From an optimization exercise on the open Yosys and OpenROAD flow, aimed at small area; shortcuts taken in it are not production practice. In this exercise RTL edits were held to simulation tests only and were not proved equivalent to the original. Power and IR drop assume default switching activity.

$ cat constraint.sdc
create_clock -name core_clock -period 10.0 [get_ports {clk}]
set_input_delay 2.0000 -clock core_clock [delete_from_list [all_inputs] [get_ports {clk}]]
set_output_delay 2.0000 -clock core_clock [all_outputs]
set_load 0.01 [all_outputs]
$ cat design.v
`timescale 1ns / 1ps
module baud_rate_generator #(parameter N=10, COUNT=651)( 
    input clk, rst,
    output tick
    );
    reg [N-1:0]  count_value;
    wire [N-1:0] count_next;
    always @(posedge clk or posedge rst) begin
        if(rst) count_value <= 0;
        else    count_value <= count_next;
    end
    assign count_next = (count_value == (COUNT-1)) ? 0 : (count_value + 1);
    assign tick = (count_value == (COUNT-1)) ? 1'b1 : 1'b0;
endmodule
`timescale 1ns / 1ps
module uart_transmitter #(parameter DATA_BITS = 8, STOP_TICK = 16)  
    (
    input clk, rst,
    input tx_start,  
    input sample_tick,
    input [DATA_BITS-1:0] data_in,
    output reg tx_done,
    output tx_data
    );
    localparam [1:0] idle  = 2'b00,
                     start = 2'b01,
                     data  = 2'b10,
                     stop  = 2'b11;
    reg [1:0] state, state_next;             
    reg [3:0] tick_reg, tick_next;           
    reg [2:0] nbits_reg, nbits_next;         
    reg [DATA_BITS-1:0] data_reg, data_next; 
    reg tx_reg, tx_next;                     
    always @(posedge clk or posedge rst) begin
        if (rst) begin
            state     <= idle;
            tick_reg  <= 0;
            nbits_reg <= 0;
            data_reg  <= 0;
            tx_reg    <= 1'b1;  
        end
        else begin
            state     <= state_next;
            tick_reg  <= tick_next;
            nbits_reg <= nbits_next;
            data_reg  <= data_next;
            tx_reg    <= tx_next;
        end
    end
    always @ (*) begin
        state_next  = state;
        tick_next   = tick_reg;
        nbits_next  = nbits_reg;
        data_next   = data_reg;
        tx_next     = tx_reg;
        tx_done     = 1'b0;
        case (state)
            idle : begin
                tx_next = 1'b1;              
                if(tx_start) begin           
                    state_next = start;
                    tick_next  = 0;
                    data_next  = data_in;    
                end
            end
            start: begin
                tx_next = 1'b0;              
                if(sample_tick) begin
                    if(tick_reg == 15) begin     
                        state_next = data;
                        tick_next  = 0;
                        nbits_next = 0;
                    end
                    else tick_next = tick_reg + 1;
                end
            end
            data : begin
                tx_next = data_reg[0];                       
                if(sample_tick) begin
                    if(tick_reg == 15) begin
                        tick_next = 0;
                        data_next = data_reg >> 1;           
                        if(nbits_reg == (DATA_BITS-1))
                            state_next = stop;
                        else
                            nbits_next = nbits_reg + 1;
                    end
                    else tick_next = tick_reg + 1;
                end
            end
            stop : begin
                tx_next = 1'b1;      
                if(sample_tick) begin
                    if(tick_reg == (STOP_TICK-1)) begin
                        state_next = idle;
                        tx_done    = 1'b1;
                    end
                    else tick_next = tick_reg + 1;
                end
            end
        endcase
    end
    assign tx_data = tx_reg;
endmodule
`timescale 1ns / 1ps
module uart_receiver #(parameter DATA_BITS = 8, STOP_TICK = 16)  
    (
    input clk, rst,
    input rx_data,
    input sample_tick,
    output [DATA_BITS-1:0] data_out,
    output reg data_ready
    );
    localparam [1:0] idle  = 2'b00,
                     start = 2'b01,
                     data  = 2'b10,
                     stop  = 2'b11;
    reg [1:0] state, state_next;             
    reg [3:0] tick_reg, tick_next;           
    reg [2:0] nbits_reg, nbits_next;         
    reg [DATA_BITS-1:0] data_reg, data_next; 
    always @(posedge clk or posedge rst) begin
        if (rst) begin
            state     <= idle;
            tick_reg  <= 0;
            nbits_reg <= 0;
            data_reg  <= 0;
        end
        else begin
            state     <= state_next;
            tick_reg  <= tick_next;
            nbits_reg <= nbits_next;
            data_reg  <= data_next;
        end
    end
    always @ (*) begin
        state_next = state;     
        tick_next  = tick_reg;
        nbits_next = nbits_reg;
        data_next  = data_reg;
        data_ready = 1'b0;
        case (state)
            idle :
                if(rx_data == 0) begin  
                    state_next = start;
                    tick_next  = 0;
                end 
            start:
                if (sample_tick) begin
                    if(tick_reg == 7) begin      
                        state_next = data;
                        tick_next  = 0;
                        nbits_next = 0;
                    end
                    else tick_next  = tick_reg+1;
                end
            data :
                if(sample_tick) begin
                    if(tick_reg == 15) begin         
                        tick_next  = 0;
                        data_next  = {rx_data, data_reg[DATA_BITS-1:1]};     
                        if(nbits_reg == (DATA_BITS-1))       
                            state_next = stop;
                        else
                            nbits_next = nbits_reg+1;        
                    end
                    else tick_next  = tick_reg+1;            
                end
            stop :
                if (sample_tick) begin
                    if(tick_reg == (STOP_TICK-1)) begin      
                        state_next = idle;
                        data_ready = 1'b1;
                    end
                    else tick_next  = tick_reg+1;
                end
        endcase
    end
    assign data_out = data_reg;
endmodule
`timescale 1ns / 1ps
module fifo #(parameter DATA_SIZE = 8, ADDR_SIZE_EXP = 4)(
    input  clk, rst,
    input  rd_from_fifo, wr_to_fifo,
    input  [DATA_SIZE-1:0] wr_data_in,
    output [DATA_SIZE-1:0] rd_data_out,
    output empty, full
    );
    reg [DATA_SIZE-1:0] mem [2**ADDR_SIZE_EXP-1:0];
    reg [ADDR_SIZE_EXP-1:0] curr_wr_addr, curr_wr_addr_buff, next_wr_addr;
    reg [ADDR_SIZE_EXP-1:0] curr_rd_addr, curr_rd_addr_buff, next_rd_addr;
    reg fifo_full, fifo_empty, full_buff, empty_buff;
    wire write_en;
    always @(posedge clk)
        if(write_en) mem[curr_wr_addr] <= wr_data_in;
    assign rd_data_out = mem[curr_rd_addr];   
    assign write_en = wr_to_fifo & (~fifo_full);
    always @(posedge clk or posedge rst)
        if (rst) begin
            curr_wr_addr <= 0;
            curr_rd_addr <= 0;
            fifo_full    <= 1'b0;  
            fifo_empty   <= 1'b1;  
        end
        else begin
            curr_wr_addr <= curr_wr_addr_buff;
            curr_rd_addr <= curr_rd_addr_buff;
            fifo_full    <= full_buff; 
            fifo_empty   <= empty_buff;
        end
    always @ (*) begin
        next_wr_addr = curr_wr_addr + 1;
        next_rd_addr = curr_rd_addr + 1;
		curr_wr_addr_buff = curr_wr_addr;
		curr_rd_addr_buff = curr_rd_addr;
		full_buff  = fifo_full;
		empty_buff = fifo_empty;
		case({wr_to_fifo, rd_from_fifo})
		  2'b01:  
		      if(~fifo_empty) begin                    
		          curr_rd_addr_buff = next_rd_addr;
		          full_buff = 1'b0;                    
		          if(next_rd_addr == curr_wr_addr)     
		              empty_buff = 1'b1; 
		      end
		  2'b10:  
		      if(~fifo_full) begin                      
		          curr_wr_addr_buff = next_wr_addr;
		          empty_buff = 1'b0;                    
		          if(next_wr_addr == curr_rd_addr)      
		              full_buff = 1'b1; 
		      end
		  2'b11:  
		      if(fifo_empty) begin                     
		          curr_wr_addr_buff = next_wr_addr;
		          empty_buff = 1'b0;
		      end
		      else if(fifo_full) begin                 
		          curr_rd_addr_buff = next_rd_addr;
		          full_buff = 1'b0;
		      end
		      else begin
		      curr_wr_addr_buff = next_wr_addr;
		      curr_rd_addr_buff = next_rd_addr;
		      end
		endcase
    end
    assign full  = fifo_full;
    assign empty = fifo_empty;
endmodule
`timescale 1ns / 1ps
module uart_top #(parameter
    DATA_BITS = 8,
    STOP_TICK = 16,
    BR_COUNT  = 651,
    BR_BITS   = 10,
    FIFO_EXP  = 4)(
    input clk, rst, 
    input read_uart, write_uart,          
    input rx_data_in,                     
    input [DATA_BITS-1:0] write_data,     
    output rx_full, rx_empty, tx_full,     
    output tx_data_out,                   
    output [DATA_BITS-1:0] read_data      
    );
    wire tick;
    wire rx_done, tx_done;
    wire tx_fifo_empty, tx_fifo_not_empty;
    wire [DATA_BITS-1:0] tx_fifo_out, rx_fifo_in;
    baud_rate_generator #(.N(BR_BITS), .COUNT(BR_COUNT)) 
    baud_rate_gen_module (.clk(clk), .rst(rst), .tick(tick));
    uart_transmitter    #(.DATA_BITS(DATA_BITS), .STOP_TICK(STOP_TICK)) 
    uart_tx_module       (.clk(clk), .rst(rst), .tx_start(tx_fifo_not_empty), .sample_tick(tick), 
                          .data_in(tx_fifo_out), .tx_done(tx_done), .tx_data(tx_data_out));
    uart_receiver       #(.DATA_BITS(DATA_BITS), .STOP_TICK(STOP_TICK)) 
    uart_rx_module       (.clk(clk), .rst(rst), .rx_data(rx_data_in), .sample_tick(tick), 
                          .data_out(rx_fifo_in), .data_ready(rx_done));
    fifo                #(.DATA_SIZE(DATA_BITS), .ADDR_SIZE_EXP(FIFO_EXP)) 
    fifo_tx_module       (.clk(clk), .rst(rst), .rd_from_fifo(tx_done), .wr_to_fifo(write_uart),
                          .wr_data_in(write_data), .rd_data_out(tx_fifo_out), .empty(tx_fifo_empty), .full(tx_full));
    fifo                #(.DATA_SIZE(DATA_BITS), .ADDR_SIZE_EXP(FIFO_EXP)) 
    fifo_rx_module       (.clk(clk), .rst(rst), .rd_from_fifo(read_uart), .wr_to_fifo(rx_done),
                          .wr_data_in(rx_fifo_in), .rd_data_out(read_data), .empty(rx_empty), .full(rx_full));
    assign tx_fifo_not_empty = ~tx_fifo_empty;
endmodule
$ cat config.mk
export PLATFORM = sky130hd
export DESIGN_NAME = uart_top
export DESIGN_NICKNAME = uart_top
export VERILOG_FILES = /design/flow/design.v
export SDC_FILE = /design/flow/constraint.sdc
export NUM_CORES = 4
export LEC_CHECK = 0
export CAP_MARGIN = 20
export CORE_MARGIN = 2
export CORE_UTILIZATION = 40
export SLEW_MARGIN = 20
$ cat run.sh
#!/bin/bash
# synth_recipe.tcl (not shown) runs the flow's synth.tcl, then flattens the netlist and writes it again
# the make line also repeats each setting of config.mk as NAME=value (left out here)
make -C /OpenROAD-flow-scripts/flow DESIGN_CONFIG=/design/flow/config.mk WORK_HOME=/design/flow/orfs CLKGATE_MAP_FILE= SYNTH_SCRIPT=/design/flow/synth_recipe.tcl finish
==> results.sh <==
export IMPL_status="complete, no violations"
export IMPL_syn_instance_count=782
export IMPL_ant_nets=0
export IMPL_fmax_mhz=199
export IMPL_route_detailed_drc=0
export IMPL_clock_sinks=321
export IMPL_synth_simple_gate_area_share_pct=7.11
export IMPL_crit_required_ns=8.00
export IMPL_rows=67
export IMPL_firstDrtPassIters=5
export IMPL_power_leakage_nw=5.01
export IMPL_cts_hold_buf=0
export IMPL_nets=865
export IMPL_critPathArrivalTime_ns=3.03
export IMPL_ios=25
export IMPL_final_common_cell="edfxtp_1"
export IMPL_via_count=6837
export IMPL_synth_top_area_share_pct=56.9
export IMPL_netlist_cell_type_count=55
export IMPL_grt_max_degree=66
export IMPL_maxSlewHeadroom_pct=31.3
export IMPL_synthAdderAreaFrac_pct=2.78
export IMPL_synthTopCellsByArea="edfxtp_1 57%, dfrtp_1 11%, mux4_2 11%"
export IMPL_fin_skew_ns=0.0226
export IMPL_synth_ff_type="edfxtp_1"
export IMPL_antenna_found_initial=0
export IMPL_holdCritPathClass="reg2reg"
export IMPL_rsz0062_at_grt="false"
export IMPL_wirelength_mm=26.4
export IMPL_die_area_um2=35300
export IMPL_finalHoldViolCount=0
export IMPL_slew_viol_final=0
export IMPL_port_buffers=24
export IMPL_cts_resized=0
export IMPL_vias_per_cell=5.27
export IMPL_synth_edf_count=256
export IMPL_coreArea_um2=33400
export IMPL_grt_ovfl_total=0
export IMPL_synth_top_family_by_area="multiplexers"
export IMPL_synth_area_um2=13500
export IMPL_syn_area_per_cell_um2=17.3
export IMPL_reg_largest_list="fifo_rx_module.mem: 128 flops, fifo_tx_module.mem: 128 flops, baud_rate_gen_module.count_value: 10 flops"
export IMPL_synth_compound_area_share_pct=3.69
export IMPL_yosys_mux_area_fraction_pct=13.5
export IMPL_synth_xor_area_share_pct=2.52
export IMPL_layout_common_cells="256 x edfxtp_1, 66 x mux4_2, 60 x dfrtp_1, 36 x clkbuf_16, 32 x and2_1"
export IMPL_first_global_vias=7065
export IMPL_worstPathMaxFanout=36
export IMPL_wl_per_cell_um=20.4
export IMPL_h_tree_depth=2
export IMPL_setup_viol=0
export IMPL_clockBufferDepth=3
export IMPL_routabilityCongestion=0.780
export IMPL_die_width_um=188
export IMPL_cts_buffers=35
export IMPL_grt_pass1_wl_mm=41.7
export IMPL_yosys_warnings=4
export IMPL_post_route_min_period_ns=5.03
export IMPL_hpwl_mm=16.4
export IMPL_multiInputGateArea_um2=4000
export IMPL_cellPowerDensity_nw_per_um2=206
export IMPL_chipHeight_um=188
export IMPL_max_vdd_ir_drop_uv=137
export IMPL_grt_use_total_pct=15.4
export IMPL_ys_seq_area_share_pct=68.9
export IMPL_num_antenna_cells=0
export IMPL_clkTransAtPathRegs_ns=0.06
export IMPL_start_kind="flip-flop"
export IMPL_ys_seq_elements=321
export IMPL_start_util_pct=40.5
export IMPL_cts_root_buf="clkbuf_16"
export IMPL_end_kind="output port"
export IMPL_drt_iter0_drc=525
export IMPL_tns_ns=0
export IMPL_layout_drive_gt1_share_pct=18.4
export IMPL_maxCapViolations=0
export IMPL_yosysTopAreaCell="edfxtp_1"
export IMPL_async_reset_ff_share_pct=20.2
export IMPL_num_fill_cells=2890
export IMPL_crit_type="reg2out"
export IMPL_clkLatencyLatePin_ns=0.52
export IMPL_syn_to_final_growth_pct=14.4
export IMPL_synth_fp_nets=825
export IMPL_tritoncts="done"
export IMPL_holdWs_ns=0.471
export IMPL_period_share_pct=50.3
export IMPL_seq_area_um2=9320
export IMPL_cts_setup_buffers=0
export IMPL_tightest_slew_ns=1.02
Yosys cell counts (2+ instances only):
| library cell | number |
|---|---|
| dfstp_2 | 3 |
| o21bai_1 | 2 |
| o22ai_1 | 2 |
| nand4_1 | 5 |
| clkbuf_1 | 11 |
| inv_1 | 18 |
| edfxtp_1 | 256 |
| buf_4 | 2 |
| a22o_1 | 4 |
| nor3b_1 | 4 |
| nor4b_1 | 2 |
| nand2b_1 | 10 |
| nand2_1 | 31 |
| o211ai_1 | 2 |
| and4_1 | 4 |
| xor2_1 | 18 |
| nor2_1 | 26 |
| nor3_1 | 7 |
| mux4_2 | 66 |
| dfrtp_1 | 62 |
| a21o_1 | 2 |
| or3_1 | 4 |
| xnor2_1 | 19 |
| a22oi_1 | 6 |
| o41ai_1 | 6 |
| and2_1 | 32 |
| ha_1 | 30 |
| o21ai_0 | 27 |
| mux2_2 | 14 |
| buf_1 | 3 |
| nand3_1 | 18 |
| buf_2 | 13 |
| a211oi_1 | 5 |
| a21oi_1 | 12 |
| nor2b_1 | 8 |
| nor4_1 | 5 |
| and3_1 | 8 |
| mux2i_1 | 18 |
kinds of logic (layout without fill, tap and decap cells):
kind of cell	after synthesis	after routing
AOI/OAI and AO/OA	77	77
xor gates and xnor gates	38	38
adders and majority gates	30	30
buffers and inverters	47	114
DFF	321	321
muxes	98	98
and+or+nand+nor	171	171
critical path, stage by stage (launching register included):
cell	delay, ns
dfrtp_2	0.33
buf_4	0.55
mux4_2	0.59
mux4_2	0.52
clkdlybuf4s50_1	0.50
final timing paths:
check                                                      startpoint                                         end  slack (ns)  cells past startpoint
hold / removal                 uart_tx_module.data_reg[6]$_DFFE_PP0P_      uart_tx_module.data_reg[6]$_DFFE_PP0P_        0.47                      2
max in group asynchronous                                         rst  fifo_rx_module.curr_rd_addr[0]$_DFFE_PP0P_        7.31                      3
min in group asynchronous                                         rst         uart_rx_module.state[0]$_DFFE_PP0P_        2.06                      3
hold reg to reg                uart_tx_module.data_reg[6]$_DFFE_PP0P_      uart_tx_module.data_reg[6]$_DFFE_PP0P_        0.47                      2
setup reg to reg                  uart_rx_module.state[1]$_DFFE_PP0P_          fifo_rx_module.mem[4][1]$_DFFE_PP_        7.07                      5
setup / recovery           fifo_rx_module.curr_rd_addr[0]$_DFFE_PP0P_                                read_data[7]        4.97                      4
stage by stage:
| step | power [mW] | util (%) | setup slack (ns) | instances | area [um^2] |
|---|---|---|---|---|---|
| 6_report | 3.19 | 46.4 | 4.97 | 1297 | 15500 |
| 5_1_grt | 3.32 | 46.4 | 4.82 | 1297 | 15500 |
| 4_1_cts | 3.24 | 46.4 | 4.91 | 1297 | 15500 |
| 2_1_floorplan | 1.79 | - | 6.13 | 782 | 13500 |
| 3_5_place_dp | 1.89 | 42.7 | 5.45 | 1233 | 14200 |
| 3_3_place_gp | 1.88 | 42.7 | 5.49 | 1233 | 14200 |
layout make-up:
type / count / share of cell area [%]
clock buffers: 46 / 6.26
well taps: 448 / 3.62
repair buffers: 32 / 1.94
multi-input cells: 414 / 25.9
flip-flops and latches: 321 / 60.3
inverters: 18 / 0.437
clock inverters: 18 / 1.62
where the power goes:
group          switching [mW]  leakage (nW)  total [mW]  internal (mW)
sequential             0.0552          2.88        1.53           1.47
clock                   0.522         0.584        1.34          0.821
combinational           0.168          1.54       0.322          0.154
per-layer routing:
layer,share of wire (%),wire (um),vias up,track usage [%]
met5,0,0,-,0
met4,2.9,771,0,5.06
met3,4.1,1090,51,2.62
met2,49,13000,147,25.9
met1,44,11500,3511,20.4
li1,-,-,3128,-

separate check: timing with driven ports:
The results above use ideal ports. As a check the final layout listed here was re-extracted and re-timed, cells and wires unchanged. Step 1, drivers: a clkbuf_16 drives clk and a buf_2 each remaining input, both assumed. Step 2, shift: input delay + t, output delay - t, t = (earliest + latest rising clock arrival at the registers) / 2. This alone moves slack from input paths to output paths. Slacks: ideal ports / drivers / drivers and shift; pairs: ideal ports / drivers.
t (ns): 0.557
setup WS [ns]: 4.971 / 4.917 / 5.474
hold WS [ns]: 0.471 / 0.471 / 0.471
worst setup path after step 2: register to output
After both steps this run still meets setup and hold. The setup slack of this run moves by -0.054 ns with the drivers and by +0.503 ns with both steps.
